Context: an optimization exercise on an open-source flow, tuned for small area. The choices shown serve that exercise and are no tape-out recipe.
The RTL was checked by simulation tests, not by an equivalence proof against the original design.
Power is estimated from default activity; no workload was simulated.

==> flow/design.v, too long to show whole: its modules and the start of the top module <==
// module must_pix: 541 lines
// module end_pix: 665 lines
// module vga_ttop: 72 lines
module vga_ttop(
    input  wire        sys_clk,
    input  wire        sys_rst_n,
    input  wire        btn_next,
    output wire        hsync,
    output wire        vsync,
    output wire [15:0] rgb
);
  // ...
==> flow/flow/run.sh <==
#!/bin/bash
# Own layout flow: the standard synthesis, its combinational logic re-mapped for
# area (flip-flops untouched), then the standard ORFS layout with port buffers
# of the smallest buffer and a clock tree without dummy loads.
set -euo pipefail
W=$PWD
R=$W/orfs/results/$FLOW_PLATFORM/vga_ttop/base
LIB=$FLOW_HOME/platforms/$FLOW_PLATFORM/lib/sky130_fd_sc_hd__tt_025C_1v80.lib

bash standard.sh "$R/1_2_yosys.v" > synth.log 2>&1
cp "$R/1_2_yosys.v" std_netlist.v
ln -sf "$LIB" lib.lib
python3 flow/mkmodels.py "$LIB" models.v > models.log 2>&1
yosys -s flow/reopt.ys > reopt.log 2>&1
cp reopt_netlist.v "$R/1_2_yosys.v"

export BUFFER_PORTS_ARGS="-buffer_cell sky130_fd_sc_hd__buf_1"
export CTS_ARGS="-sink_clustering_enable -repair_clock_nets -dont_use_dummy_load"
bash standard.sh finish > layout.log 2>&1
==> flow/flow/area.abc <==
strash
&get -n
&deepsyn -T 60
&put
dch -f
amap
topo
==> flow/flow/mkmodels.py <==
#!/usr/bin/env python3
"""Write Verilog models of the liberty's combinational cells (for re-mapping) and blackbox
stubs of its sequential cells. usage: mkmodels.py LIB OUT.v"""
import re, sys
lib = open(sys.argv[1]).read()
out = []
def conv(f):
    f = f.strip().strip('"')
    f = f.replace('!', '~').replace('+', '|').replace('*', '&')
    # implicit AND (space between operands)
    f = re.sub(r'(?<=[\w\)])\s+(?=[\w\(~])', ' & ', f)
    return f
for m in re.finditer(r'\n\s*cell\s*\(\s*"?(\w+)"?\s*\)\s*\{', lib):
    name = m.group(1)
    start = m.end(); depth = 1; i = start
    while depth:
        c = lib[i]
        if c == '{': depth += 1
        elif c == '}': depth -= 1
        i += 1
    body = lib[start:i]
    seq = re.search(r'\b(ff|latch|statetable)\s*\(', body) is not None
    pins = []
    for pm in re.finditer(r'\bpin\s*\(\s*"?(\w+)"?\s*\)\s*\{', body):
        ps = pm.end(); d = 1; j = ps
        while d:
            c = body[j]
            if c == '{': d += 1
            elif c == '}': d -= 1
            j += 1
        pb = body[ps:j]
        dm = re.search(r'direction\s*:\s*"?(\w+)"?', pb)
        fm = re.search(r'\bfunction\s*:\s*("[^"]*")', pb)
        pins.append((pm.group(1), dm.group(1) if dm else 'input', fm.group(1) if fm else None))
    seen=set(); pins=[p for p in pins if not (p[0] in seen or seen.add(p[0]))]
    if not pins: continue
    decl = ", ".join(p[0] for p in pins)
    lines = [f"module {name}({decl});"]
    for p, d, f in pins:
        lines.append(f"  {'output' if d == 'output' else 'input'} {p};")
    outs = [p for p in pins if p[1] == 'output']
    if seq or any(f is None for _, _, f in outs) or not outs:
        lines.insert(0, "(* blackbox *)")
    else:
        for p, d, f in outs:
            lines.append(f"  assign {p} = {conv(f)};")
    lines.append("endmodule")
    out.append("\n".join(lines))
open(sys.argv[2], 'w').write("\n\n".join(out) + "\n")
==> flow/flow/reopt.ys <==
# Re-map the combinational logic of the standard synthesis for area. Every
# flip-flop is a blackbox here, so its instance, name and cell stay as they are.
read_verilog -lib models.v
read_verilog std_netlist.v
hierarchy -top vga_ttop
read_verilog -overwrite models.v
hierarchy -top vga_ttop
tee -o reopt_before.txt stat -liberty lib.lib
flatten
opt -purge
techmap
opt -fast -purge
abc -script flow/area.abc -liberty lib.lib -dont_use sky130_fd_sc_hd__probe_p_8 -dont_use sky130_fd_sc_hd__probec_p_8 -dont_use sky130_fd_sc_hd__lpflow_*
opt_clean -purge
hilomap -singleton -hicell sky130_fd_sc_hd__conb_1 HI -locell sky130_fd_sc_hd__conb_1 LO
splitnets
opt_clean -purge
tee -o reopt_after.txt stat -liberty lib.lib
write_verilog -noattr -nohex -nodec reopt_netlist.v
==> flow/standard.sh <==
#!/bin/bash
# synth_recipe.tcl (not shown) runs the flow's synth.tcl, then flattens the netlist and writes it again
# the make line also repeats each setting of config.mk as NAME=value (left out here)
make -C /OpenROAD-flow-scripts/flow DESIGN_CONFIG=/design/flow/config.mk WORK_HOME=/design/flow/orfs CLKGATE_MAP_FILE= SYNTH_SCRIPT=/design/flow/synth_recipe.tcl "${@:-finish}"
==> flow/config.mk <==
export PLATFORM = sky130hd
export DESIGN_NAME = vga_ttop
export DESIGN_NICKNAME = vga_ttop
export VERILOG_FILES = /design/flow/design.v
export SDC_FILE = /design/flow/constraint.sdc
export NUM_CORES = 4
export LEC_CHECK = 0
export CAP_MARGIN = 20
export CORE_MARGIN = 2
export CORE_UTILIZATION = 40
export SLEW_MARGIN = 20
==> flow/constraint.sdc <==
create_clock -name core_clock -period 20.0 [get_ports {sys_clk}]
set_input_delay 4.0000 -clock core_clock [delete_from_list [all_inputs] [get_ports {sys_clk}]]
set_output_delay 4.0000 -clock core_clock [all_outputs]
set_load 0.01 [all_outputs]
==> flow_metrics.tcl, run 1 <==
set metrics [dict create \
    critPathLaunchType "flip-flop" \
    antenna_found_initial 0 \
    min_period_over_period_pct 49.0 \
    post-cts-setup-buffer-count 0 \
    hp-class "reg2reg" \
    clock_buffers 3 \
    setup_tns_ps 0 \
    status "complete, no violations" \
    taps 99 \
    reg2regPathDepth 14 \
    cp_num_buf_inv 3 \
    drt-met1-wl_microns 4980 \
    dp_slack_ps 10720 \
    drt-initial-drc-count 545 \
    final_common_cell "nor2_1" \
    max_freq_mhz 102 \
    syn_inst 490 \
    grt_pass1_vias 3399 \
    port_buffers 20 \
    wl_met3_microns 1150 \
    insertion_delay_ps 290 \
    drtAntennaViolNets 0 \
    cp_common_cell "o21ai_0" \
    syn-num-nets 493 \
    multi_input_area_sq_um 2010 \
    multi_input_area_share_pct 63.1 \
    holdWs_ps 368 \
    path_cells "clkinv_1 -> nor2_1 -> nor2_1 -> clkinv_1 -> nor3_1 -> a2111oi_0 -> o21ai_0 -> a31oi_1 -> a21boi_0 -> a21o_1 -> o211ai_1 -> o21ai_0 -> o31ai_1 -> a31oi_1 -> or4_1 -> nor2b_1 -> o21ai_0 -> nor2b_1 -> buf_1" \
    path_class "reg2out" \
    finalInstanceArea_sq_um 3190 \
    internal_power_uw 72.1 \
]
==> module vga_ttop, before the edit <==
module vga_ttop(
    input  wire        sys_clk,
    input  wire        sys_rst_n,
    input  wire        btn_next,
    output wire        hsync,
    output wire        vsync,
    output wire [15:0] rgb
);
    reg key_reg0, key_reg1, key_reg2;
    always @(posedge sys_clk or negedge sys_rst_n) begin
        if (!sys_rst_n) begin
            key_reg0 <= 1'b1;
            key_reg1 <= 1'b1;
            key_reg2 <= 1'b1;
        end else begin
            key_reg0 <= btn_next;
            key_reg1 <= key_reg0;
            key_reg2 <= key_reg1;
        end
    end
    wire key_edge = ~key_reg1 & key_reg2;
    reg sel_must, sel_end;
    always @(posedge sys_clk or negedge sys_rst_n) begin
        if (!sys_rst_n) begin
            sel_must <= 1'b0;
            sel_end  <= 1'b0;
        end else if (key_edge) begin
            sel_must <= ~sel_must & ~sel_end;
            sel_end  <= sel_must;
        end
    end
    wire sel_bar = ~sel_must & ~sel_end;
    reg [10:0] hc;
    wire [10:0] hc_inc = hc + 11'd1;
    wire hwrap = hc[10] & ~hc[9] & hc[8] & (&hc[4:0]);    
    always @(posedge sys_clk or negedge sys_rst_n) begin
        if (!sys_rst_n)
            hc <= 11'd1761;
        else
            hc <= {hc_inc[10], hc_inc[9] | hwrap, hc_inc[8] & ~hwrap,
                   hc_inc[7] | hwrap, hc_inc[6] | hwrap, hc_inc[5:0]};
    end
    reg [9:0] vc;
    wire [9:0] vc_inc = vc + {9'd0, hwrap};
    wire vclr = hwrap & vc[9] & vc[3] & vc[2];            
    always @(posedge sys_clk or negedge sys_rst_n) begin
        if (!sys_rst_n)
            vc <= 10'd490;
        else
            vc <= vc_inc & ~({10{vclr}} & 10'b10_0000_1101);
    end
    wire [9:0] x = hc[10:1];
    wire [9:0] y = vc;
    assign hsync = x[9] & x[8] & ~(x[7] & x[6] & (x[5] | x[4]));    
    assign vsync = (y[9:1] == 9'd245);                               
    wire active = (~x[9] | (~x[8] & ~x[7])) & ~y[9] & ~(y[8] & y[7] & y[6] & y[5]);
    wire [3:0] b = x[9:6];
    wire g0  = b[2] | (b[3] & ~b[0]);                                         
    wire g4  = b[2] | b[3];                                                   
    wire g5  = (~b[2] & b[1]) | (~b[1] & ~b[0] & (b[2] | b[3]));              
    wire g10 = b[3] | (~b[2] & (b[1] | b[0])) | (b[2] & ~b[1] & ~b[0]);       
    wire lo3 = ~b[3] & ~b[2] & ~(b[1] & b[0]);                                
    wire g11 = lo3 | (b[2] & b[1]) | (b[3] & ~b[0]);                          
    wire g12 = lo3 | (b[2] & b[1] & b[0]) | (b[3] & ~b[0]);                   
    wire g15 = ~b[2] | (b[1] & b[0]);                                         
    wire [15:0] bar = {g15, g11, g12, g12, g11, g10, g5, g5, g5, g5, g5, g4, g0, g0, g0, g0};
    wire mpix, epix;
    must_pix u_must (.pix_x(x), .pix_y(y), .draw(mpix));
    end_pix  u_end  (.pix_x(x), .pix_y(y), .draw(epix));
    wire white = (sel_must & mpix) | (sel_end & epix);
    assign rgb = active ? ((sel_bar ? bar : 16'h0000) | {16{white}}) : 16'h0000;
endmodule
==> run 2: changes to the inputs <==
==> flow/design.v (replaced) <==
module pic_pix(sel_end, pix_x, pix_y, draw);
  input sel_end;
  wire sel_end;
  input [9:0] pix_x;
  wire [9:0] pix_x;
  input [9:0] pix_y;
  wire [9:0] pix_y;
  output draw;
  wire draw;
  wire _0000_;
  wire _0001_;
  wire _0002_;
  wire _0003_;
  wire _0004_;
  wire _0005_;
  wire _0006_;
  wire _0007_;
  wire _0008_;
  wire _0009_;
  wire _0010_;
  wire _0011_;
  wire _0012_;
  wire _0013_;
  wire _0014_;
  wire _0015_;
  wire _0016_;
  wire _0017_;
  wire _0018_;
  wire _0019_;
  wire _0020_;
  wire _0021_;
  wire _0022_;
  wire _0023_;
  wire _0024_;
  wire _0025_;
  wire _0026_;
  wire _0027_;
  wire _0028_;
  wire _0029_;
  wire _0030_;
  wire _0031_;
  wire _0032_;
  wire _0033_;
  wire _0034_;
  wire _0035_;
  wire _0036_;
  wire _0037_;
  wire _0038_;
  wire _0039_;
  wire _0040_;
  wire _0041_;
  wire _0042_;
  wire _0043_;
  wire _0044_;
  wire _0045_;
  wire _0046_;
  wire _0047_;
  wire _0048_;
  wire _0049_;
  wire _0050_;
  wire _0051_;
  wire _0052_;
  wire _0053_;
  wire _0054_;
  wire _0055_;
  wire _0056_;
  wire _0057_;
  wire _0058_;
  wire _0059_;
  wire _0060_;
  wire _0061_;
  wire _0062_;
  wire _0063_;
  wire _0064_;
  wire _0065_;
  wire _0066_;
  wire _0067_;
  wire _0068_;
  wire _0069_;
  wire _0070_;
  wire _0071_;
  wire _0072_;
  wire _0073_;
  wire _0074_;
  wire _0075_;
  wire _0076_;
  wire _0077_;
  wire _0078_;
  wire _0079_;
  wire _0080_;
  wire _0081_;
  wire _0082_;
  wire _0083_;
  wire _0084_;
  wire _0085_;
  wire _0086_;
  wire _0087_;
  wire _0088_;
  wire _0089_;
  wire _0090_;
  wire _0091_;
  wire _0092_;
  wire _0093_;
  wire _0094_;
  wire _0095_;
  wire _0096_;
  wire _0097_;
  wire _0098_;
  wire _0099_;
  wire _0100_;
  wire _0101_;
  wire _0102_;
  wire _0103_;
  wire _0104_;
  wire _0105_;
  wire _0106_;
  wire _0107_;
  wire _0108_;
  wire _0109_;
  wire _0110_;
  wire _0111_;
  wire _0112_;
  wire _0113_;
  wire _0114_;
  wire _0115_;
  wire _0116_;
  wire _0117_;
  wire _0118_;
  wire _0119_;
  wire _0120_;
  wire _0121_;
  wire _0122_;
  wire _0123_;
  wire _0124_;
  wire _0125_;
  wire _0126_;
  wire _0127_;
  wire _0128_;
  wire _0129_;
  wire _0130_;
  wire _0131_;
  wire _0132_;
  wire _0133_;
  wire _0134_;
  wire _0135_;
  wire _0136_;
  wire _0137_;
  wire _0138_;
  wire _0139_;
  wire _0140_;
  wire _0141_;
  wire _0142_;
  wire _0143_;
  wire _0144_;
  wire _0145_;
  wire _0146_;
  wire _0147_;
  wire _0148_;
  wire _0149_;
  wire _0150_;
  wire _0151_;
  wire _0152_;
  wire _0153_;
  wire _0154_;
  wire _0155_;
  wire _0156_;
  wire _0157_;
  wire _0158_;
  wire _0159_;
  wire _0160_;
  wire _0161_;
  wire _0162_;
  wire _0163_;
  wire _0164_;
  wire _0165_;
  wire _0166_;
  wire _0167_;
  wire _0168_;
  wire _0169_;
  wire _0170_;
  wire _0171_;
  wire _0172_;
  wire _0173_;
  wire _0174_;
  wire _0175_;
  wire _0176_;
  wire _0177_;
  wire _0178_;
  wire _0179_;
  wire _0180_;
  wire _0181_;
  wire _0182_;
  wire _0183_;
  wire _0184_;
  wire _0185_;
  wire _0186_;
  wire _0187_;
  wire _0188_;
  wire _0189_;
  wire _0190_;
  wire _0191_;
  wire _0192_;
  wire _0193_;
  wire _0194_;
  wire _0195_;
  wire _0196_;
  wire _0197_;
  wire _0198_;
  wire _0199_;
  wire _0200_;
  wire _0201_;
  wire _0202_;
  wire _0203_;
  wire _0204_;
  wire _0205_;
  wire _0206_;
  wire _0207_;
  wire _0208_;
  wire _0209_;
  wire _0210_;
  wire _0211_;
  wire _0212_;
  wire _0213_;
  wire _0214_;
  wire _0215_;
  wire _0216_;
  wire _0217_;
  wire _0218_;
  wire _0219_;
  wire _0220_;
  wire _0221_;
  wire _0222_;
  wire _0223_;
  wire _0224_;
  wire _0225_;
  wire _0226_;
  wire _0227_;
  wire _0228_;
  wire _0229_;
  wire _0230_;
  wire _0231_;
  wire _0232_;
  wire _0233_;
  wire _0234_;
  wire _0235_;
  wire _0236_;
  wire _0237_;
  wire _0238_;
  wire _0239_;
  wire _0240_;
  wire _0241_;
  wire _0242_;
  wire _0243_;
  wire _0244_;
  wire _0245_;
  wire _0246_;
  wire _0247_;
  wire _0248_;
  wire _0249_;
  wire _0250_;
  wire _0251_;
  wire _0252_;
  wire _0253_;
  wire _0254_;
  wire _0255_;
  wire _0256_;
  wire _0257_;
  wire _0258_;
  wire _0259_;
  wire _0260_;
  wire _0261_;
  wire _0262_;
  wire _0263_;
  wire _0264_;
  wire _0265_;
  wire _0266_;
  wire _0267_;
  wire _0268_;
  wire _0269_;
  wire _0270_;
  wire _0271_;
  wire _0272_;
  wire _0273_;
  wire _0274_;
  wire _0275_;
  wire _0276_;
  wire _0277_;
  wire _0278_;
  wire _0279_;
  wire _0280_;
  wire _0281_;
  wire _0282_;
  wire _0283_;
  wire _0284_;
  wire _0285_;
  wire _0286_;
  wire _0287_;
  wire _0288_;
  wire _0289_;
  wire _0290_;
  wire _0291_;
  wire _0292_;
  wire _0293_;
  wire _0294_;
  wire _0295_;
  wire _0296_;
  wire _0297_;
  wire _0298_;
  wire _0299_;
  wire _0300_;
  wire _0301_;
  wire _0302_;
  wire _0303_;
  wire _0304_;
  wire _0305_;
  wire _0306_;
  wire _0307_;
  wire _0308_;
  wire _0309_;
  wire _0310_;
  wire _0311_;
  wire _0312_;
  wire _0313_;
  wire _0314_;
  wire _0315_;
  wire _0316_;
  wire _0317_;
  wire _0318_;
  wire _0319_;
  wire _0320_;
  wire _0321_;
  wire _0322_;
  wire _0323_;
  wire _0324_;
  wire _0325_;
  wire _0326_;
  wire _0327_;
  wire _0328_;
  wire _0329_;
  wire _0330_;
  wire _0331_;
  wire _0332_;
  wire _0333_;
  wire _0334_;
  wire _0335_;
  wire _0336_;
  wire _0337_;
  wire _0338_;
  wire _0339_;
  wire _0340_;
  wire _0341_;
  wire _0342_;
  wire _0343_;
  wire _0344_;
  wire _0345_;
  wire _0346_;
  wire _0347_;
  wire _0348_;
  wire _0349_;
  wire _0350_;
  wire _0351_;
  wire _0352_;
  wire _0353_;
  wire _0354_;
  wire _0355_;
  wire _0356_;
  wire _0357_;
  wire _0358_;
  wire _0359_;
  wire _0360_;
  wire _0361_;
  wire _0362_;
  wire _0363_;
  wire _0364_;
  wire _0365_;
  wire _0366_;
  wire _0367_;
  wire _0368_;
  wire _0369_;
  wire _0370_;
  wire _0371_;
  wire _0372_;
  wire _0373_;
  wire _0374_;
  wire _0375_;
  wire _0376_;
  wire _0377_;
  wire _0378_;
  wire _0379_;
  wire _0380_;
  wire _0381_;
  wire _0382_;
  wire _0383_;
  wire _0384_;
  wire _0385_;
  wire _0386_;
  wire _0387_;
  wire _0388_;
  wire _0389_;
  wire _0390_;
  wire _0391_;
  wire _0392_;
  wire _0393_;
  wire _0394_;
  wire _0395_;
  wire _0396_;
  wire _0397_;
  wire _0398_;
  wire _0399_;
  wire _0400_;
  wire _0401_;
  wire _0402_;
  wire _0403_;
  wire _0404_;
  wire _0405_;
  wire _0406_;
  wire _0407_;
  wire _0408_;
  wire _0409_;
  wire _0410_;
  wire _0411_;
  wire _0412_;
  wire _0413_;
  wire _0414_;
  wire _0415_;
  wire _0416_;
  wire _0417_;
  wire _0418_;
  wire _0419_;
  wire _0420_;
  wire _0421_;
  wire _0422_;
  wire _0423_;
  wire _0424_;
  wire _0425_;
  wire _0426_;
  wire _0427_;
  wire _0428_;
  wire _0429_;
  wire _0430_;
  wire _0431_;
  wire _0432_;
  wire _0433_;
  wire _0434_;
  wire _0435_;
  wire _0436_;
  wire _0437_;
  wire _0438_;
  wire _0439_;
  wire _0440_;
  wire _0441_;
  wire _0442_;
  wire _0443_;
  wire _0444_;
  wire _0445_;
  wire _0446_;
  wire _0447_;
  wire _0448_;
  wire _0449_;
  wire _0450_;
  wire _0451_;
  wire _0452_;
  wire _0453_;
  wire _0454_;
  wire _0455_;
  wire _0456_;
  wire _0457_;
  wire _0458_;
  wire _0459_;
  wire _0460_;
  wire _0461_;
  wire _0462_;
  wire _0463_;
  wire _0464_;
  wire _0465_;
  wire _0466_;
  wire _0467_;
  wire _0468_;
  wire _0469_;
  wire _0470_;
  wire _0471_;
  wire _0472_;
  wire _0473_;
  wire _0474_;
  wire _0475_;
  wire _0476_;
  wire _0477_;
  wire _0478_;
  wire _0479_;
  wire _0480_;
  wire _0481_;
  wire _0482_;
  wire _0483_;
  wire _0484_;
  wire _0485_;
  wire _0486_;
  wire _0487_;
  wire _0488_;
  wire _0489_;
  wire _0490_;
  wire _0491_;
  wire _0492_;
  wire _0493_;
  wire _0494_;
  wire _0495_;
  wire _0496_;
  wire _0497_;
  wire _0498_;
  wire _0499_;
  wire _0500_;
  wire _0501_;
  wire _0502_;
  wire _0503_;
  wire _0504_;
  wire _0505_;
  wire _0506_;
  wire _0507_;
  wire _0508_;
  wire _0509_;
  wire _0510_;
  wire _0511_;
  wire _0512_;
  wire _0513_;
  wire _0514_;
  wire _0515_;
  wire _0516_;
  wire _0517_;
  wire _0518_;
  wire _0519_;
  wire _0520_;
  wire _0521_;
  wire _0522_;
  wire _0523_;
  wire _0524_;
  wire _0525_;
  wire _0526_;
  wire _0527_;
  wire _0528_;
  wire _0529_;
  wire _0530_;
  wire _0531_;
  wire _0532_;
  wire _0533_;
  wire _0534_;
  wire _0535_;
  wire _0536_;
  wire _0537_;
  wire _0538_;
  wire [5:0] a_lo;
  wire [5:0] ady;
  wire [5:0] dx;
  wire [6:0] dy;
  wire [9:0] x;
  wire [8:0] y;
  assign _0120_ = 4'h8 >> { pix_x[4], pix_x[5] };
  assign _0131_ = 4'h2 >> pix_x[9:8];
  assign _0142_ = 4'h1 >> { pix_x[6], pix_x[7] };
  assign _0153_ = 4'h8 >> { _0142_, _0131_ };
  assign _0164_ = 4'h8 >> { _0153_, _0120_ };
  assign _0175_ = 4'h1 >> { pix_x[7], pix_x[5] };
  assign _0186_ = 4'h8 >> { _0175_, pix_x[6] };
  assign _0197_ = 4'h8 >> pix_x[4:3];
  assign _0208_ = 4'h2 >> { _0197_, _0131_ };
  assign _0219_ = 4'h8 >> { _0208_, _0186_ };
  assign _0230_ = 4'h1 >> { _0219_, _0164_ };
  assign _0241_ = 4'h1 >> { pix_x[1], pix_x[2] };
  assign _0252_ = 4'h1 >> { pix_x[0], pix_x[1] };
  assign _0263_ = 4'h2 >> { _0252_, pix_x[2] };
  assign _0274_ = 4'h1 >> { _0263_, _0241_ };
  assign _0285_ = 4'h4 >> { _0274_, pix_x[3] };
  assign _0296_ = 4'h8 >> { pix_x[0], pix_x[1] };
  assign _0307_ = 4'h1 >> { _0296_, _0252_ };
  assign _0318_ = 4'h1 >> { _0307_, pix_x[3] };
  assign _0329_ = 4'h8 >> { _0318_, pix_x[2] };
  assign _0340_ = 4'h8 >> { pix_x[1], pix_x[2] };
  assign _0351_ = 4'h1 >> { _0340_, pix_x[3] };
  assign _0362_ = 4'h4 >> { _0351_, pix_x[0] };
  assign _0373_ = 4'h1 >> { _0362_, _0329_ };
  assign _0384_ = 4'h8 >> { _0373_, _0263_ };
  assign _0395_ = 4'h1 >> { _0384_, _0285_ };
  assign _0406_ = 4'h2 >> { _0395_, _0120_ };
  assign _0417_ = 4'h2 >> { _0241_, pix_x[3] };
  assign _0428_ = 4'h1 >> { pix_x[2], pix_x[3] };
  assign _0439_ = 4'h1 >> { _0428_, _0417_ };
  assign _0450_ = 4'h8 >> { _0340_, pix_x[0] };
  assign _0461_ = 4'h1 >> { _0450_, _0439_ };
  assign _0472_ = 4'h2 >> { _0461_, pix_x[4] };
  assign _0483_ = 4'h1 >> { _0340_, pix_x[4] };
  assign _0494_ = 4'h1 >> { _0483_, _0472_ };
  assign _0496_ = 4'h1 >> { _0494_, pix_x[5] };
  assign _0497_ = 4'h8 >> { pix_x[2], pix_x[3] };
  assign _0498_ = 4'h1 >> { _0497_, pix_x[4] };
  assign _0499_ = 4'h8 >> { _0498_, pix_x[5] };
  assign _0500_ = 4'h8 >> { pix_x[0], pix_x[2] };
  assign _0501_ = 4'h4 >> { _0500_, pix_x[1] };
  assign _0502_ = 4'h2 >> { _0501_, _0499_ };
  assign _0503_ = 4'h1 >> { _0502_, _0496_ };
  assign _0504_ = 4'h4 >> { _0503_, _0406_ };
  assign _0505_ = 4'h1 >> { _0504_, sel_end };
  assign _0506_ = 4'h2 >> { _0417_, pix_x[5] };
  assign _0507_ = 4'h2 >> { _0506_, sel_end };
  assign _0508_ = 4'h8 >> { _0500_, pix_x[3] };
  assign _0509_ = 4'h8 >> { _0340_, pix_x[3] };
  assign _0510_ = 4'h1 >> { _0509_, pix_x[4] };
  assign _0511_ = 4'h4 >> { _0510_, _0508_ };
  assign _0512_ = 4'h4 >> { _0428_, _0296_ };
  assign _0513_ = 4'h2 >> { _0512_, _0511_ };
  assign _0514_ = 4'h2 >> { _0513_, _0507_ };
  assign _0515_ = 4'h1 >> { _0514_, _0505_ };
  assign _0516_ = 4'h2 >> { _0515_, pix_y[4] };
  assign _0517_ = 4'h1 >> { _0511_, pix_x[5] };
  assign _0518_ = 4'h2 >> { _0517_, _0507_ };
  assign _0519_ = 4'h8 >> { _0417_, _0307_ };
  assign _0520_ = 4'h1 >> { _0519_, pix_x[5] };
  assign _0521_ = 4'h8 >> { _0340_, _0197_ };
  assign _0522_ = 4'h8 >> { _0521_, _0520_ };
  assign _0523_ = 4'h1 >> { _0499_, sel_end };
  assign _0524_ = 4'h4 >> { _0523_, _0522_ };
  assign _0525_ = 4'h2 >> { _0428_, pix_x[4] };
  assign _0526_ = 4'h1 >> { _0525_, pix_x[5] };
  assign _0527_ = 4'h2 >> { _0351_, _0120_ };
  assign _0528_ = 4'h8 >> { _0241_, pix_x[0] };
  assign _0529_ = 4'h2 >> { pix_x[0], pix_x[2] };
  assign _0530_ = 4'h2 >> { _0529_, pix_x[1] };
  assign _0531_ = 4'h1 >> { _0530_, pix_x[3] };
  assign _0532_ = 4'h4 >> { _0531_, _0528_ };
  assign _0533_ = 4'h2 >> { _0532_, _0527_ };
  assign _0534_ = 4'h1 >> { _0533_, _0526_ };
  assign _0535_ = 4'h8 >> { _0534_, _0524_ };
  assign _0536_ = 4'h1 >> { _0535_, _0518_ };
  assign _0537_ = 4'h1 >> { _0536_, pix_y[5] };
  assign _0538_ = 4'h8 >> { _0536_, pix_y[5] };
  assign _0000_ = 4'h1 >> { _0538_, _0537_ };
  assign _0001_ = 4'h4 >> { _0000_, _0516_ };
  assign _0002_ = 4'h1 >> { _0529_, _0528_ };
  assign _0003_ = 4'h1 >> { _0002_, pix_x[4] };
  assign _0004_ = 4'h8 >> { _0252_, pix_x[2] };
  assign _0005_ = 4'h8 >> { _0530_, pix_x[3] };
  assign _0006_ = 4'h1 >> { _0005_, _0004_ };
  assign _0007_ = 4'h4 >> { _0006_, _0532_ };
  assign _0008_ = 4'h4 >> { _0007_, _0003_ };
  assign _0009_ = 4'h1 >> { _0529_, pix_x[4] };
  assign _0010_ = 4'h1 >> { _0009_, _0517_ };
  assign _0011_ = 4'h1 >> { _0010_, _0008_ };
  assign _0012_ = 4'h2 >> { _0329_, pix_x[4] };
  assign _0013_ = 4'h8 >> { _0012_, _0285_ };
  assign _0014_ = 4'h4 >> pix_x[4:3];
  assign _0015_ = 4'h4 >> { _0014_, _0329_ };
  assign _0016_ = 4'h1 >> { _0015_, _0274_ };
  assign _0017_ = 4'h2 >> { _0016_, _0120_ };
  assign _0018_ = 4'h4 >> { _0017_, _0013_ };
  assign _0019_ = 4'h1 >> { _0018_, _0011_ };
  assign _0020_ = 4'h1 >> { _0019_, sel_end };
  assign _0021_ = 4'h2 >> { _0472_, pix_x[5] };
  assign _0022_ = 4'h4 >> { _0318_, _0241_ };
  assign _0023_ = 4'h1 >> { _0022_, _0263_ };
  assign _0024_ = 4'h4 >> { _0023_, _0021_ };
  assign _0025_ = 4'h1 >> { _0022_, _0472_ };
  assign _0026_ = 4'h8 >> { _0263_, pix_x[5] };
  assign _0027_ = 4'h4 >> { _0026_, _0025_ };
  assign _0028_ = 4'h2 >> { _0027_, sel_end };
  assign _0029_ = 4'h4 >> { _0028_, _0024_ };
  assign _0030_ = 4'h1 >> { _0029_, _0020_ };
  assign _0031_ = 4'h4 >> { _0030_, pix_y[3] };
  assign _0032_ = 4'h2 >> { _0030_, pix_y[3] };
  assign _0033_ = 4'h1 >> { _0032_, _0031_ };
  assign _0034_ = 4'h2 >> { _0530_, pix_x[3] };
  assign _0035_ = 4'h1 >> { _0034_, _0022_ };
  assign _0036_ = 4'h2 >> { _0035_, pix_x[5] };
  assign _0037_ = 4'h4 >> { _0307_, pix_x[2] };
  assign _0038_ = 4'h2 >> { _0037_, _0351_ };
  assign _0039_ = 4'h8 >> { _0241_, pix_x[3] };
  assign _0040_ = 4'h2 >> { _0039_, _0520_ };
  assign _0041_ = 4'h4 >> { _0040_, _0038_ };
  assign _0042_ = 4'h1 >> { _0041_, _0036_ };
  assign _0043_ = 4'h2 >> { _0042_, sel_end };
  assign _0044_ = 4'h4 >> { _0002_, _0340_ };
  assign _0045_ = 4'h1 >> { _0012_, _0519_ };
  assign _0046_ = 4'h1 >> { _0045_, _0044_ };
  assign _0047_ = 4'h4 >> { _0044_, pix_x[4] };
  assign _0048_ = 4'h4 >> { _0318_, pix_x[2] };
  assign _0049_ = 4'h1 >> { _0048_, _0047_ };
  assign _0050_ = 4'h4 >> { _0049_, _0046_ };
  assign _0051_ = 4'h2 >> { _0050_, pix_x[5] };
  assign _0052_ = 4'h2 >> { _0039_, _0037_ };
  assign _0053_ = 4'h1 >> { _0052_, _0508_ };
  assign _0054_ = 4'h8 >> { _0053_, _0012_ };
  assign _0055_ = 4'h1 >> { _0047_, pix_x[5] };
  assign _0056_ = 4'h4 >> { _0055_, _0054_ };
  assign _0057_ = 4'h1 >> { _0056_, sel_end };
  assign _0058_ = 4'h4 >> { _0057_, _0051_ };
  assign _0059_ = 4'h1 >> { _0058_, _0043_ };
  assign _0060_ = 4'h8 >> { _0059_, pix_y[2] };
  assign _0061_ = 4'h1 >> { pix_y[0], pix_y[1] };
  assign _0062_ = 4'h1 >> { _0007_, pix_x[5] };
  assign _0063_ = 4'h1 >> { _0340_, _0241_ };
  assign _0064_ = 4'h4 >> { _0063_, _0037_ };
  assign _0065_ = 4'h2 >> { _0064_, pix_x[3] };
  assign _0066_ = 4'h1 >> { _0065_, _0285_ };
  assign _0067_ = 4'h2 >> { _0066_, pix_x[5] };
  assign _0068_ = 4'h1 >> { _0067_, _0062_ };
  assign _0069_ = 4'h2 >> { _0068_, sel_end };
  assign _0070_ = 4'h2 >> { _0002_, pix_x[3] };
  assign _0071_ = 4'h2 >> { _0070_, _0373_ };
  assign _0072_ = 4'h2 >> { _0071_, pix_x[4] };
  assign _0073_ = 4'h4 >> { _0071_, pix_x[4] };
  assign _0074_ = 4'h1 >> { _0073_, _0072_ };
  assign _0075_ = 4'h1 >> { _0074_, sel_end };
  assign _0076_ = 4'h1 >> { _0075_, _0069_ };
  assign _0077_ = 4'h2 >> { _0076_, _0061_ };
  assign _0078_ = 4'h2 >> { pix_y[0], pix_y[1] };
  assign _0079_ = 4'h4 >> { _0078_, _0076_ };
  assign _0080_ = 4'h2 >> { _0079_, pix_y[1] };
  assign _0081_ = 4'h1 >> { _0074_, pix_x[5] };
  assign _0082_ = 4'h4 >> { _0252_, pix_x[2] };
  assign _0083_ = 4'h1 >> { _0340_, _0296_ };
  assign _0084_ = 4'h4 >> { _0083_, _0082_ };
  assign _0085_ = 4'h1 >> { _0084_, pix_x[3] };
  assign _0086_ = 4'h1 >> { _0085_, _0519_ };
  assign _0087_ = 4'h8 >> { _0086_, _0012_ };
  assign _0088_ = 4'h2 >> pix_x[4:3];
  assign _0089_ = 4'h4 >> { _0088_, _0084_ };
  assign _0090_ = 4'h4 >> { _0009_, pix_x[3] };
  assign _0091_ = 4'h4 >> { _0090_, _0048_ };
  assign _0092_ = 4'h1 >> { _0091_, _0089_ };
  assign _0093_ = 4'h4 >> { _0092_, _0087_ };
  assign _0094_ = 4'h1 >> { _0093_, _0081_ };
  assign _0095_ = 4'h8 >> { _0093_, _0081_ };
  assign _0096_ = 4'h1 >> { _0095_, sel_end };
  assign _0097_ = 4'h4 >> { _0096_, _0094_ };
  assign _0098_ = 4'h2 >> { _0439_, pix_x[0] };
  assign _0099_ = 4'h4 >> { _0439_, pix_x[0] };
  assign _0100_ = 4'h1 >> { _0099_, _0098_ };
  assign _0101_ = 4'h1 >> { _0100_, pix_x[5] };
  assign _0102_ = 4'h2 >> { _0340_, _0197_ };
  assign _0103_ = 4'h1 >> { _0102_, pix_x[0] };
  assign _0104_ = 4'h8 >> { _0102_, pix_x[0] };
  assign _0105_ = 4'h1 >> { _0104_, _0103_ };
  assign _0106_ = 4'h8 >> { _0105_, pix_x[5] };
  assign _0107_ = 4'h2 >> { _0106_, sel_end };
  assign _0108_ = 4'h4 >> { _0107_, _0101_ };
  assign _0109_ = 4'h1 >> { _0108_, _0097_ };
  assign _0110_ = 4'h1 >> { _0109_, _0080_ };
  assign _0111_ = 4'h1 >> { _0110_, _0077_ };
  assign _0112_ = 4'h1 >> { _0059_, pix_y[2] };
  assign _0113_ = 4'h1 >> { _0112_, _0060_ };
  assign _0114_ = 4'h8 >> { _0113_, _0111_ };
  assign _0115_ = 4'h1 >> { _0114_, _0060_ };
  assign _0116_ = 4'h8 >> { _0115_, _0033_ };
  assign _0117_ = 4'h1 >> { _0116_, _0031_ };
  assign _0118_ = 4'h4 >> { _0515_, pix_y[4] };
  assign _0119_ = 4'h2 >> { _0118_, _0117_ };
  assign _0121_ = 4'h2 >> { _0119_, _0001_ };
  assign _0122_ = 4'h1 >> { _0113_, _0111_ };
  assign _0123_ = 4'h1 >> { _0122_, _0114_ };
  assign _0124_ = 4'h8 >> { _0123_, sel_end };
  assign _0125_ = 4'h8 >> { pix_y[0], pix_y[1] };
  assign _0126_ = 4'h8 >> { _0125_, _0076_ };
  assign _0127_ = 4'h1 >> { _0126_, _0077_ };
  assign _0128_ = 4'h2 >> { _0127_, _0109_ };
  assign _0129_ = 4'h8 >> { _0076_, pix_y[0] };
  assign _0130_ = 4'h1 >> { _0129_, _0079_ };
  assign _0132_ = 4'h2 >> { _0130_, _0110_ };
  assign _0133_ = 4'h1 >> { _0132_, _0128_ };
  assign _0134_ = 4'h4 >> { _0133_, _0124_ };
  assign _0135_ = 4'h1 >> { _0115_, _0033_ };
  assign _0136_ = 4'h1 >> { _0135_, _0116_ };
  assign _0137_ = 4'h1 >> { _0123_, sel_end };
  assign _0138_ = 4'h1 >> { _0137_, _0136_ };
  assign _0139_ = 4'h4 >> { _0138_, _0134_ };
  assign _0140_ = 4'h4 >> { _0117_, _0001_ };
  assign _0141_ = 4'h8 >> { _0510_, pix_x[5] };
  assign _0143_ = 4'h4 >> { _0141_, _0508_ };
  assign _0144_ = 4'h1 >> { _0143_, _0517_ };
  assign _0145_ = 4'h1 >> { _0144_, _0524_ };
  assign _0146_ = 4'h1 >> { _0537_, pix_y[6] };
  assign _0147_ = 4'h8 >> { _0537_, pix_y[6] };
  assign _0148_ = 4'h1 >> { _0147_, _0146_ };
  assign _0149_ = 4'h4 >> { _0148_, _0145_ };
  assign _0150_ = 4'h2 >> { _0148_, _0145_ };
  assign _0151_ = 4'h1 >> { _0150_, _0149_ };
  assign _0152_ = 4'h1 >> { _0118_, _0000_ };
  assign _0154_ = 4'h1 >> { _0152_, _0151_ };
  assign _0155_ = 4'h4 >> { _0154_, _0140_ };
  assign _0156_ = 4'h4 >> { _0155_, _0139_ };
  assign _0157_ = 4'h4 >> { _0156_, _0121_ };
  assign _0158_ = 4'h4 >> { _0157_, _0230_ };
  assign _0159_ = 4'h1 >> { _0521_, _0510_ };
  assign _0160_ = 4'h8 >> { pix_y[4], pix_y[5] };
  assign _0161_ = 4'h2 >> { _0160_, pix_y[6] };
  assign _0162_ = 4'h4 >> { _0160_, pix_y[6] };
  assign _0163_ = 4'h1 >> { _0162_, _0161_ };
  assign _0165_ = 4'h1 >> { _0125_, _0061_ };
  assign _0166_ = 4'h8 >> { _0165_, _0163_ };
  assign _0167_ = 4'h2 >> { _0163_, pix_y[1] };
  assign _0168_ = 4'h1 >> { _0167_, _0166_ };
  assign _0169_ = 4'h2 >> { _0168_, pix_y[0] };
  assign _0170_ = 4'h1 >> { _0169_, _0061_ };
  assign _0171_ = 4'h4 >> { _0061_, pix_y[2] };
  assign _0172_ = 4'h2 >> { _0061_, pix_y[2] };
  assign _0173_ = 4'h1 >> { _0172_, _0171_ };
  assign _0174_ = 4'h4 >> { _0173_, _0163_ };
  assign _0176_ = 4'h8 >> { _0163_, pix_y[2] };
  assign _0177_ = 4'h1 >> { _0176_, _0174_ };
  assign _0178_ = 4'h4 >> { _0177_, _0170_ };
  assign _0179_ = 4'h2 >> { _0171_, pix_y[3] };
  assign _0180_ = 4'h4 >> { _0171_, pix_y[3] };
  assign _0181_ = 4'h1 >> { _0180_, _0163_ };
  assign _0182_ = 4'h4 >> { _0181_, _0179_ };
  assign _0183_ = 4'h8 >> { _0163_, pix_y[3] };
  assign _0184_ = 4'h1 >> { _0183_, _0182_ };
  assign _0185_ = 4'h2 >> { _0181_, pix_y[4] };
  assign _0187_ = 4'h4 >> { pix_y[6], pix_y[4] };
  assign _0188_ = 4'h4 >> { _0187_, _0180_ };
  assign _0189_ = 4'h1 >> { _0188_, _0185_ };
  assign _0190_ = 4'h4 >> { _0189_, _0184_ };
  assign _0191_ = 4'h4 >> { _0190_, _0178_ };
  assign _0192_ = 4'h8 >> { _0180_, pix_y[4] };
  assign _0193_ = 4'h1 >> { _0192_, _0187_ };
  assign _0194_ = 4'h1 >> { _0193_, pix_y[5] };
  assign _0195_ = 4'h1 >> { pix_y[4], pix_y[5] };
  assign _0196_ = 4'h1 >> { _0195_, pix_y[6] };
  assign _0198_ = 4'h4 >> { _0196_, _0192_ };
  assign _0199_ = 4'h1 >> { _0198_, _0194_ };
  assign _0200_ = 4'h4 >> { _0199_, _0191_ };
  assign _0201_ = 4'h8 >> { _0200_, _0159_ };
  assign _0202_ = 4'h1 >> { _0509_, _0351_ };
  assign _0203_ = 4'h4 >> { _0184_, _0177_ };
  assign _0204_ = 4'h2 >> { _0177_, _0170_ };
  assign _0205_ = 4'h1 >> { _0204_, _0178_ };
  assign _0206_ = 4'h1 >> { _0205_, _0184_ };
  assign _0207_ = 4'h1 >> { _0206_, _0203_ };
  assign _0209_ = 4'h2 >> { _0207_, _0189_ };
  assign _0210_ = 4'h1 >> { _0209_, _0202_ };
  assign _0211_ = 4'h8 >> { _0177_, _0170_ };
  assign _0212_ = 4'h4 >> { _0211_, _0184_ };
  assign _0213_ = 4'h1 >> { _0204_, _0189_ };
  assign _0214_ = 4'h1 >> { _0213_, _0203_ };
  assign _0215_ = 4'h4 >> { _0214_, _0212_ };
  assign _0216_ = 4'h8 >> { _0215_, _0063_ };
  assign _0217_ = 4'h1 >> { _0177_, _0061_ };
  assign _0218_ = 4'h8 >> { _0177_, _0168_ };
  assign _0220_ = 4'h1 >> { _0218_, _0217_ };
  assign _0221_ = 4'h8 >> { _0184_, _0078_ };
  assign _0222_ = 4'h1 >> { _0221_, _0220_ };
  assign _0223_ = 4'h8 >> { _0211_, _0184_ };
  assign _0224_ = 4'h2 >> { _0223_, _0189_ };
  assign _0225_ = 4'h4 >> { _0224_, _0222_ };
  assign _0226_ = 4'h1 >> { _0178_, _0078_ };
  assign _0227_ = 4'h1 >> { _0189_, _0184_ };
  assign _0228_ = 4'h4 >> { _0227_, _0226_ };
  assign _0229_ = 4'h1 >> { _0228_, _0225_ };
  assign _0231_ = 4'h1 >> { _0229_, pix_x[0] };
  assign _0232_ = 4'h8 >> { _0203_, _0169_ };
  assign _0233_ = 4'h1 >> { _0232_, _0061_ };
  assign _0234_ = 4'h4 >> { _0233_, _0212_ };
  assign _0235_ = 4'h2 >> { _0234_, _0189_ };
  assign _0236_ = 4'h2 >> { _0189_, _0184_ };
  assign _0237_ = 4'h4 >> { _0204_, _0189_ };
  assign _0238_ = 4'h1 >> { _0237_, _0236_ };
  assign _0239_ = 4'h4 >> { _0238_, _0235_ };
  assign _0240_ = 4'h4 >> { _0239_, _0231_ };
  assign _0242_ = 4'h2 >> { _0240_, pix_x[1] };
  assign _0243_ = 4'h1 >> { _0215_, _0063_ };
  assign _0244_ = 4'h2 >> { _0239_, _0231_ };
  assign _0245_ = 4'h1 >> { _0244_, _0243_ };
  assign _0246_ = 4'h4 >> { _0245_, _0242_ };
  assign _0247_ = 4'h1 >> { _0246_, _0216_ };
  assign _0248_ = 4'h1 >> { _0247_, _0210_ };
  assign _0249_ = 4'h8 >> { _0209_, _0202_ };
  assign _0250_ = 4'h2 >> { _0249_, _0199_ };
  assign _0251_ = 4'h4 >> { _0250_, _0248_ };
  assign _0253_ = 4'h1 >> { _0251_, _0201_ };
  assign _0254_ = 4'h1 >> { _0200_, _0159_ };
  assign _0255_ = 4'h1 >> { _0510_, pix_x[5] };
  assign _0256_ = 4'h1 >> { _0255_, _0141_ };
  assign _0257_ = 4'h4 >> { _0256_, _0254_ };
  assign _0258_ = 4'h4 >> { _0257_, _0253_ };
  assign _0259_ = 4'h4 >> { _0220_, _0199_ };
  assign _0260_ = 4'h2 >> { _0205_, _0184_ };
  assign _0261_ = 4'h2 >> { _0184_, _0168_ };
  assign _0262_ = 4'h1 >> { _0261_, _0260_ };
  assign _0264_ = 4'h2 >> { _0262_, _0259_ };
  assign _0265_ = 4'h4 >> { _0262_, _0259_ };
  assign _0266_ = 4'h1 >> { _0265_, _0264_ };
  assign _0267_ = 4'h2 >> { _0266_, pix_x[1] };
  assign _0268_ = 4'h1 >> { _0205_, _0199_ };
  assign _0269_ = 4'h2 >> { _0184_, pix_y[0] };
  assign _0270_ = 4'h1 >> { _0269_, _0221_ };
  assign _0271_ = 4'h8 >> { _0270_, _0224_ };
  assign _0272_ = 4'h1 >> { _0271_, _0268_ };
  assign _0273_ = 4'h2 >> { _0272_, pix_x[0] };
  assign _0275_ = 4'h4 >> { _0273_, _0267_ };
  assign _0276_ = 4'h4 >> { _0266_, pix_x[1] };
  assign _0277_ = 4'h2 >> { _0199_, _0168_ };
  assign _0278_ = 4'h1 >> { _0220_, _0211_ };
  assign _0279_ = 4'h1 >> { _0278_, _0184_ };
  assign _0280_ = 4'h8 >> { _0184_, _0178_ };
  assign _0281_ = 4'h2 >> { _0280_, _0189_ };
  assign _0282_ = 4'h4 >> { _0281_, _0279_ };
  assign _0283_ = 4'h1 >> { _0282_, _0277_ };
  assign _0284_ = 4'h2 >> { _0283_, _0063_ };
  assign _0286_ = 4'h1 >> { _0284_, _0276_ };
  assign _0287_ = 4'h4 >> { _0286_, _0275_ };
  assign _0288_ = 4'h4 >> { _0190_, _0171_ };
  assign _0289_ = 4'h2 >> { _0288_, _0199_ };
  assign _0290_ = 4'h8 >> { _0278_, _0236_ };
  assign _0291_ = 4'h1 >> { _0290_, _0199_ };
  assign _0292_ = 4'h1 >> { _0291_, _0289_ };
  assign _0293_ = 4'h4 >> { _0292_, _0202_ };
  assign _0294_ = 4'h4 >> { _0283_, _0063_ };
  assign _0295_ = 4'h1 >> { _0294_, _0293_ };
  assign _0297_ = 4'h4 >> { _0295_, _0287_ };
  assign _0298_ = 4'h2 >> { _0292_, _0202_ };
  assign _0299_ = 4'h8 >> { _0236_, _0217_ };
  assign _0300_ = 4'h2 >> { _0192_, _0171_ };
  assign _0301_ = 4'h1 >> { _0300_, _0299_ };
  assign _0302_ = 4'h1 >> { _0301_, _0159_ };
  assign _0303_ = 4'h1 >> { _0302_, _0298_ };
  assign _0304_ = 4'h4 >> { _0303_, _0297_ };
  assign _0305_ = 4'h4 >> { _0289_, _0159_ };
  assign _0306_ = 4'h2 >> { _0289_, _0159_ };
  assign _0308_ = 4'h8 >> { _0306_, _0301_ };
  assign _0309_ = 4'h1 >> { _0308_, _0305_ };
  assign _0310_ = 4'h4 >> { _0309_, _0304_ };
  assign _0311_ = 4'h1 >> { _0289_, _0256_ };
  assign _0312_ = 4'h4 >> { _0526_, pix_x[6] };
  assign _0313_ = 4'h2 >> { _0312_, pix_x[7] };
  assign _0314_ = 4'h8 >> pix_x[6:5];
  assign _0315_ = 4'h4 >> { _0314_, _0510_ };
  assign _0316_ = 4'h1 >> { _0315_, pix_x[7] };
  assign _0317_ = 4'h2 >> { _0316_, _0131_ };
  assign _0319_ = 4'h4 >> { _0317_, _0313_ };
  assign _0320_ = 4'h4 >> { _0319_, _0311_ };
  assign _0321_ = 4'h4 >> { _0320_, _0310_ };
  assign _0322_ = 4'h4 >> { _0321_, _0258_ };
  assign _0323_ = 4'h1 >> { _0527_, pix_x[8] };
  assign _0324_ = 4'h8 >> { pix_y[2], pix_y[3] };
  assign _0325_ = 4'h2 >> { _0324_, pix_y[5] };
  assign _0326_ = 4'h2 >> { _0325_, pix_y[6] };
  assign _0327_ = 4'h8 >> { _0324_, _0125_ };
  assign _0328_ = 4'h1 >> { _0327_, pix_y[4] };
  assign _0330_ = 4'h4 >> { _0328_, _0326_ };
  assign _0331_ = 4'h1 >> { pix_y[1], pix_y[2] };
  assign _0332_ = 4'h1 >> { _0331_, pix_y[5] };
  assign _0333_ = 4'h1 >> { _0172_, pix_y[3] };
  assign _0334_ = 4'h4 >> { _0333_, _0332_ };
  assign _0335_ = 4'h8 >> { pix_y[6], pix_y[4] };
  assign _0336_ = 4'h4 >> { _0335_, _0334_ };
  assign _0337_ = 4'h1 >> { _0336_, _0330_ };
  assign _0338_ = 4'h1 >> { _0337_, _0323_ };
  assign _0339_ = 4'h2 >> pix_x[8:7];
  assign _0341_ = 4'h4 >> { _0339_, pix_x[9] };
  assign _0342_ = 4'h4 >> { _0314_, _0498_ };
  assign _0343_ = 4'h8 >> { _0342_, _0341_ };
  assign _0344_ = 4'h8 >> { _0497_, pix_x[4] };
  assign _0345_ = 4'h4 >> { _0153_, pix_x[5] };
  assign _0346_ = 4'h4 >> { _0345_, _0344_ };
  assign _0347_ = 4'h1 >> { _0346_, _0343_ };
  assign _0348_ = 4'h1 >> { _0347_, _0338_ };
  assign _0349_ = 4'h2 >> { _0428_, _0131_ };
  assign _0350_ = 4'h8 >> { _0349_, _0314_ };
  assign _0352_ = 4'h8 >> { _0350_, _0316_ };
  assign _0353_ = 4'h8 >> { _0014_, _0241_ };
  assign _0354_ = 4'h1 >> { _0353_, _0088_ };
  assign _0355_ = 4'h8 >> { _0153_, pix_x[5] };
  assign _0356_ = 4'h4 >> { _0355_, _0354_ };
  assign _0357_ = 4'h2 >> { _0498_, _0219_ };
  assign _0358_ = 4'h4 >> { _0357_, _0034_ };
  assign _0359_ = 4'h1 >> { _0358_, _0356_ };
  assign _0360_ = 4'h4 >> { _0359_, _0352_ };
  assign _0361_ = 4'h4 >> { _0360_, _0348_ };
  assign _0363_ = 4'h4 >> { _0361_, _0322_ };
  assign _0364_ = 4'h4 >> { _0363_, _0158_ };
  assign _0365_ = 4'h4 >> { pix_y[7], pix_y[8] };
  assign _0366_ = 4'h8 >> { _0365_, pix_y[6] };
  assign _0367_ = 4'h8 >> { pix_y[3], pix_y[4] };
  assign _0368_ = 4'h2 >> { pix_y[7], pix_y[8] };
  assign _0369_ = 4'h1 >> pix_y[6:5];
  assign _0370_ = 4'h8 >> { _0369_, _0368_ };
  assign _0371_ = 4'h4 >> { _0370_, _0367_ };
  assign _0372_ = 4'h1 >> { _0371_, _0366_ };
  assign _0374_ = 4'h1 >> { pix_y[3], pix_y[5] };
  assign _0375_ = 4'h8 >> { _0374_, _0187_ };
  assign _0376_ = 4'h2 >> { _0375_, sel_end };
  assign _0377_ = 4'h4 >> { _0376_, _0372_ };
  assign _0378_ = 4'h4 >> { _0377_, _0364_ };
  assign _0379_ = 4'h1 >> { pix_x[4], pix_x[5] };
  assign _0380_ = 4'h8 >> { _0379_, _0351_ };
  assign _0381_ = 4'h2 >> { _0380_, pix_x[6] };
  assign _0382_ = 4'h4 >> { _0380_, pix_x[6] };
  assign _0383_ = 4'h2 >> { _0382_, _0341_ };
  assign _0385_ = 4'h4 >> { _0383_, _0381_ };
  assign _0386_ = 4'h8 >> { _0385_, _0157_ };
  assign _0387_ = 4'h8 >> { _0120_, pix_x[3] };
  assign _0388_ = 4'h1 >> { _0387_, pix_x[6] };
  assign _0389_ = 4'h2 >> { _0388_, pix_x[7] };
  assign _0390_ = 4'h1 >> { _0417_, pix_x[4] };
  assign _0391_ = 4'h2 >> { _0390_, pix_x[5] };
  assign _0392_ = 4'h1 >> { _0391_, pix_x[6] };
  assign _0393_ = 4'h2 >> { _0392_, pix_x[7] };
  assign _0394_ = 4'h1 >> { _0125_, pix_y[2] };
  assign _0396_ = 4'h4 >> { _0394_, pix_y[3] };
  assign _0397_ = 4'h2 >> { _0396_, _0160_ };
  assign _0398_ = 4'h8 >> { _0397_, _0393_ };
  assign _0399_ = 4'h4 >> { _0324_, _0061_ };
  assign _0400_ = 4'h2 >> { _0399_, _0195_ };
  assign _0401_ = 4'h2 >> { _0400_, pix_y[6] };
  assign _0402_ = 4'h2 >> { _0394_, pix_y[3] };
  assign _0403_ = 4'h1 >> { _0402_, pix_y[4] };
  assign _0404_ = 4'h2 >> { _0403_, pix_y[5] };
  assign _0405_ = 4'h4 >> { _0404_, _0397_ };
  assign _0407_ = 4'h2 >> { _0405_, _0401_ };
  assign _0408_ = 4'h4 >> { _0314_, _0511_ };
  assign _0409_ = 4'h1 >> { _0408_, pix_x[7] };
  assign _0410_ = 4'h1 >> { _0409_, _0407_ };
  assign _0411_ = 4'h1 >> { _0410_, _0398_ };
  assign _0412_ = 4'h1 >> { _0411_, _0389_ };
  assign _0413_ = 4'h8 >> { _0409_, _0401_ };
  assign _0414_ = 4'h1 >> { pix_y[3], pix_y[4] };
  assign _0415_ = 4'h4 >> { _0414_, pix_y[2] };
  assign _0416_ = 4'h2 >> { _0415_, pix_y[5] };
  assign _0418_ = 4'h1 >> { _0416_, _0413_ };
  assign _0419_ = 4'h2 >> { _0521_, _0175_ };
  assign _0420_ = 4'h1 >> { _0419_, _0142_ };
  assign _0421_ = 4'h4 >> { _0420_, _0393_ };
  assign _0422_ = 4'h4 >> { _0421_, _0404_ };
  assign _0423_ = 4'h4 >> { _0422_, _0418_ };
  assign _0424_ = 4'h1 >> { _0423_, _0412_ };
  assign _0425_ = 4'h2 >> { _0331_, pix_y[3] };
  assign _0426_ = 4'h1 >> { _0425_, pix_y[4] };
  assign _0427_ = 4'h8 >> { _0426_, _0393_ };
  assign _0429_ = 4'h2 >> { _0427_, pix_y[8] };
  assign _0430_ = 4'h2 >> { _0429_, pix_x[8] };
  assign _0431_ = 4'h4 >> { _0430_, _0424_ };
  assign _0432_ = 4'h8 >> { _0314_, _0197_ };
  assign _0433_ = 4'h4 >> { _0432_, _0241_ };
  assign _0434_ = 4'h1 >> { _0527_, pix_x[6] };
  assign _0435_ = 4'h1 >> { _0434_, _0433_ };
  assign _0436_ = 4'h1 >> { _0179_, pix_y[4] };
  assign _0437_ = 4'h2 >> { _0436_, pix_y[8] };
  assign _0438_ = 4'h1 >> { _0437_, _0435_ };
  assign _0440_ = 4'h2 >> { _0105_, _0009_ };
  assign _0441_ = 4'h2 >> { _0440_, _0391_ };
  assign _0442_ = 4'h8 >> { _0339_, pix_x[6] };
  assign _0443_ = 4'h8 >> { _0442_, _0441_ };
  assign _0444_ = 4'h4 >> { _0380_, _0500_ };
  assign _0445_ = 4'h2 >> { _0444_, pix_x[6] };
  assign _0446_ = 4'h4 >> pix_x[8:7];
  assign _0447_ = 4'h4 >> { _0446_, _0445_ };
  assign _0448_ = 4'h1 >> { _0447_, _0443_ };
  assign _0449_ = 4'h1 >> { _0448_, _0438_ };
  assign _0451_ = 4'h8 >> { pix_y[8], pix_x[8] };
  assign _0452_ = 4'h4 >> { _0451_, _0426_ };
  assign _0453_ = 4'h8 >> { _0452_, _0421_ };
  assign _0454_ = 4'h1 >> { _0453_, _0449_ };
  assign _0455_ = 4'h4 >> { _0454_, _0431_ };
  assign _0456_ = 4'h1 >> { _0455_, pix_x[9] };
  assign _0457_ = 4'h4 >> pix_x[9:8];
  assign _0458_ = 4'h8 >> { _0457_, _0142_ };
  assign _0459_ = 4'h4 >> { _0458_, _0441_ };
  assign _0460_ = 4'h2 >> { _0252_, pix_x[4] };
  assign _0462_ = 4'h2 >> { _0460_, _0526_ };
  assign _0463_ = 4'h8 >> { pix_x[6], pix_x[7] };
  assign _0464_ = 4'h8 >> { _0463_, _0131_ };
  assign _0465_ = 4'h4 >> { _0464_, _0462_ };
  assign _0466_ = 4'h1 >> { _0465_, _0459_ };
  assign _0467_ = 4'h1 >> { _0401_, pix_y[8] };
  assign _0468_ = 4'h1 >> { _0380_, _0533_ };
  assign _0469_ = 4'h4 >> { _0468_, _0467_ };
  assign _0470_ = 4'h1 >> { _0469_, _0466_ };
  assign _0471_ = 4'h2 >> { _0082_, pix_x[3] };
  assign _0473_ = 4'h8 >> { _0379_, pix_x[7] };
  assign _0474_ = 4'h4 >> { _0473_, _0471_ };
  assign _0475_ = 4'h1 >> { _0474_, _0432_ };
  assign _0476_ = 4'h1 >> { _0475_, _0463_ };
  assign _0477_ = 4'h8 >> { _0090_, _0252_ };
  assign _0478_ = 4'h8 >> { pix_x[1], pix_x[4] };
  assign _0479_ = 4'h2 >> { _0478_, _0463_ };
  assign _0480_ = 4'h8 >> { _0479_, _0526_ };
  assign _0481_ = 4'h4 >> { _0480_, _0477_ };
  assign _0482_ = 4'h1 >> { _0481_, _0476_ };
  assign _0484_ = 4'h1 >> pix_x[9:8];
  assign _0485_ = 4'h4 >> { _0484_, _0482_ };
  assign _0486_ = 4'h1 >> { _0485_, _0470_ };
  assign _0487_ = 4'h4 >> { _0486_, _0456_ };
  assign _0488_ = 4'h4 >> { _0487_, _0386_ };
  assign _0489_ = 4'h8 >> { _0160_, pix_y[1] };
  assign _0490_ = 4'h8 >> { _0365_, _0324_ };
  assign _0491_ = 4'h8 >> { _0490_, _0489_ };
  assign _0492_ = 4'h2 >> { _0491_, _0372_ };
  assign _0493_ = 4'h1 >> { _0492_, sel_end };
  assign _0495_ = 4'h4 >> { _0493_, _0488_ };
  assign draw = 4'he >> { _0495_, _0378_ };
  assign a_lo[5] = 1'h0;
  assign ady[0] = pix_y[0];
  assign dy[3:0] = pix_y[3:0];
  assign dx[0] = pix_x[0];
  assign y = pix_y[8:0];
  assign x = pix_x;
endmodule
`timescale 1ns/1ps
module vga_ttop(
    input  wire        sys_clk,
    input  wire        sys_rst_n,
    input  wire        btn_next,
    output wire        hsync,
    output wire        vsync,
    output wire [15:0] rgb
);
    reg key_reg0, key_reg1, key_reg2;
    always @(posedge sys_clk or negedge sys_rst_n) begin
        if (!sys_rst_n) begin
            key_reg0 <= 1'b1;
            key_reg1 <= 1'b1;
            key_reg2 <= 1'b1;
        end else begin
            key_reg0 <= btn_next;
            key_reg1 <= key_reg0;
            key_reg2 <= key_reg1;
        end
    end
    wire key_edge = ~key_reg1 & key_reg2;
    reg sel_must, sel_end;
    always @(posedge sys_clk or negedge sys_rst_n) begin
        if (!sys_rst_n) begin
            sel_must <= 1'b0;
            sel_end  <= 1'b0;
        end else if (key_edge) begin
            sel_must <= ~sel_must & ~sel_end;
            sel_end  <= sel_must;
        end
    end
    wire sel_bar = ~sel_must & ~sel_end;
    reg [10:0] hc;
    wire [10:0] hc_inc = hc + 11'd1;
    wire hwrap = hc[10] & ~hc[9] & hc[8] & (&hc[4:0]);    
    always @(posedge sys_clk or negedge sys_rst_n) begin
        if (!sys_rst_n)
            hc <= 11'd1761;
        else
            hc <= {hc_inc[10], hc_inc[9] | hwrap, hc_inc[8] & ~hwrap,
                   hc_inc[7] | hwrap, hc_inc[6] | hwrap, hc_inc[5:0]};
    end
    reg [9:0] vc;
    wire [9:0] vc_inc = vc + {9'd0, hwrap};
    wire vclr = hwrap & vc[9] & vc[3] & vc[2];            
    always @(posedge sys_clk or negedge sys_rst_n) begin
        if (!sys_rst_n)
            vc <= 10'd490;
        else
            vc <= vc_inc & ~({10{vclr}} & 10'b10_0000_1101);
    end
    wire [9:0] x = hc[10:1];
    wire [9:0] y = vc;
    assign hsync = x[9] & x[8] & ~(x[7] & x[6] & (x[5] | x[4]));    
    assign vsync = (y[9:1] == 9'd245);                               
    wire active = (~x[9] | (~x[8] & ~x[7])) & ~y[9] & ~(y[8] & y[7] & y[6] & y[5]);
    wire [3:0] b = x[9:6];
    wire g0  = b[2] | (b[3] & ~b[0]);                                         
    wire g4  = b[2] | b[3];                                                   
    wire g5  = (~b[2] & b[1]) | (~b[1] & ~b[0] & (b[2] | b[3]));              
    wire g10 = b[3] | (~b[2] & (b[1] | b[0])) | (b[2] & ~b[1] & ~b[0]);       
    wire lo3 = ~b[3] & ~b[2] & ~(b[1] & b[0]);                                
    wire g11 = lo3 | (b[2] & b[1]) | (b[3] & ~b[0]);                          
    wire g12 = lo3 | (b[2] & b[1] & b[0]) | (b[3] & ~b[0]);                   
    wire g15 = ~b[2] | (b[1] & b[0]);                                         
    wire [15:0] bar = {g15, g11, g12, g12, g11, g10, g5, g5, g5, g5, g5, g4, g0, g0, g0, g0};
    wire pix;
    pic_pix u_pix (.sel_end(sel_end), .pix_x(x), .pix_y(y), .draw(pix));
    wire white = ~sel_bar & pix;
    assign rgb = active ? ((sel_bar ? bar : 16'h0000) | {16{white}}) : 16'h0000;
endmodule
==> run 2 against run 1 <==
  * Global-route usage shrank 2.5 points
  * Final cell count shrank 2.0%
  * Critical endpoint is now rgb[7]
  * Critical path type unchanged
  * Largest power group unchanged
  * Synthesized cell count shrank 2.4%
==> flow_metrics.tcl, run 2 <==
set metrics [dict create \
    status "complete, no violations" \
    die_h_microns 89.2 \
    slew_headroom_pct 45.3 \
    min_period_over_period_pct 51.7 \
    final_common_cell "nor2_1" \
    ctsHoldBuffers 0 \
    core_area_sq_um 7140 \
    gp_congestion 1.02 \
    port_buffers 20 \
    path_class "reg2out" \
    insertion_delay_ps 270 \
    switching_share_pct 36.1 \
    syn_area_sq_um 2900 \
    internal_power_uw 84.6 \
    htreeDepth 1 \
    p_comb_share_pct 34.8 \
    arrival_ps 6340 \
    fin_util_pct 44.1 \
    setup_tns_ps 0 \
    drtAntennaViolNets 0 \
    grt_setup_unrepaired "false" \
    layout_common_cells "138 x nor2_1, 67 x clkinv_1, 41 x nand2_1, 41 x a21oi_1, 35 x o21ai_0" \
    finalCriticalPeriod_ps 10340 \
    max_flop_register "hc" \
    clkTransAtPathRegs_ps 90 \
    hp-class "reg2reg" \
    clockPowerShare_pct 22.3 \
    cts_buffer_depth 2 \
    seq_power_share_pct 42.9 \
    crit_path_max_incr_delay_ps 590 \
    crit_slowest_cell "or4b_1" \
    drt-initial-drc-count 321 \
    power.leakage_uw 0.00107 \
    largest_reg_flops 11 \
    critPathLaunchType "flip-flop" \
    p_switching_uw 47.8 \
    start_util_pct 40.7 \
    design.die.area_sq_um 7950 \
    pin_count 21 \
    worst_setup_path_end_kind "primary output" \
    antenna_found_initial 0 \
    vias 3621 \
    finalSetupViolCount 0 \
    cts_resized 0 \
    syn_inst 478 \
    die_w_microns 89.2 \
    grt.total_usage_pct 25.4 \
    drt-pass1-iter-count 5 \
    synth_area_per_cell_sq_um 6.07 \
    fin_skew_ps 5.06 \
    cp_common_cell "nor2_1" \
    postRouteWirelength_microns 9810 \
    maxSlewViolCount 0 \
    post_drt_wl_per_cell_microns 16.3 \
    rows 31 \
    synth.yosys.warnings 1 \
    post-cts-setup-buffer-count 0 \
    maxCapViolCount 0 \
    largest_registers "hc x11, vc x10" \
    grt_max_degree 27 \
    clock_sinks 26 \
    viasPerCell 6.02 \
    dp_slack_ps 10060 \
    cp_max_fo 8 \
    hold_violations 0 \
    tightestPinTransition_ps 817 \
    numCtsBuffers 3 \
    diodes 0 \
    peakVddDrop_mv 0.0526 \
    dp_hpwl_microns 7710 \
    syn-num-nets 481 \
    pwr_density_cell_nw_per_um2 42.0 \
    cts_tree "built" \
    grt_overflow 0 \
    crit_required_ps 16000 \
    nets 507 \
    drive_above_1_share_pct 3.78 \
    clock-root-buffer "clkbuf_8" \
    grt_pass1_vias 3207 \
    drc 0 \
    setup_slack_ps 9660 \
    grt_pass1_wl_microns 16100 \
    syn2layout_area_growth_pct 8.54 \
    max_freq_mhz 96.7 \
]
## run 2: per-layer routing
metal | wire, microns | up-vias | track usage [%]
met4 | 255 | 0 | 8.55
li1 | - | 1765 | -
met5 | 0 | - | 0
met2 | 4390 | 158 | 40.7
met3 | 597 | 22 | 2.22
met1 | 4570 | 1676 | 35.8
## run 2: critical path: cells and delay by family (launching register included)
| family | cells | cell delay, ps |
|---|---|---|
| AND/OR/NAND/NOR | 14 | 2620 |
| AO/OA/AOI/OAI | 10 | 1960 |
| flip-flops | 1 | 500 |
| buffers and inverters | 5 | 960 |
## run 2: layout make-up
class                           count  area [sq um]
Inverter                           67           251
Tap cell                           99           124
Timing Repair Buffer               21          82.6
Sequential cell                    26           669
Fill cell                         807          3990
Clock buffer                        3          41.3
Multi-Input combinational cell    385          1980
## run 2: power groups by stage
stage	Combinational [uW]	Sequential (uW)	Clock, uW
5_1_grt	50.5	57.0	32.4
3_3_place_gp	45.3	57.7	0
2_1_floorplan	31.8	56.8	0
4_1_cts	45.8	56.8	30.8
3_5_place_dp	45.4	57.6	0
6_report	46.0	56.8	29.5
## run 2: path summary, 6_finish.rpt
check,start,to,slack [ps],cells past startpoint
max in group asynchronous,sys_rst_n,vc[1]$_DFF_PN1_,15990,2
min,key_reg0$_DFF_PN1_,key_reg1$_DFF_PN1_,360,0
max,hc[3]$_DFF_PN0_,rgb[7],9660,29
min reg2reg,key_reg0$_DFF_PN1_,key_reg1$_DFF_PN1_,360,0
min in group asynchronous,sys_rst_n,hc[1]$_DFF_PN0_,3710,2
max reg2reg,hc[1]$_DFF_PN0_,vc[6]$_DFF_PN1_,16680,14
## run 2: stage by stage
step | hold slack [ps] | power, uW | instances | cell area, sq um
finish | 362 | 132 | 601 | 3150
global route | 365 | 140 | 601 | 3150
CTS | 364 | 133 | 601 | 3150
detailed placement | 350 | 103 | 598 | 3110
global placement | 349 | 103 | 598 | 3110
floorplan | 345 | 88.6 | 478 | 2900

-- static timing again, ports no longer ideal --
In the flow no input, the clock included, has a driving cell. The finished layouts below were timed again as built, in two steps.
Step 1 (the two cells are an assumption about what drives the block):
set clk [get_ports {sys_clk}]
set_driving_cell -lib_cell sky130_fd_sc_hd__clkbuf_16 $clk
set_driving_cell -lib_cell sky130_fd_sc_hd__buf_2 [delete_from_list [all_inputs] $clk]
Step 2 adds t to the input delays and takes it off the output delays; t is the mean of the earliest and latest rising clock arrival at the registers after step 1. Input paths then give back, and output paths get back, about the clock's delay inside the block.
a / b / c = ideal / step 1 / step 2; a / b = the first two.
run	shift t [ns]	setup slack, ns	hold slack, ns	worst setup path at the end
run 1	0.309	10.203 / 10.173 / 10.482	0.368 / 0.368 / 0.368	register to output
run 2	0.297	9.660 / 9.630 / 9.928	0.362 / 0.362 / 0.362	register to output
After both steps every run listed still meets setup and hold.
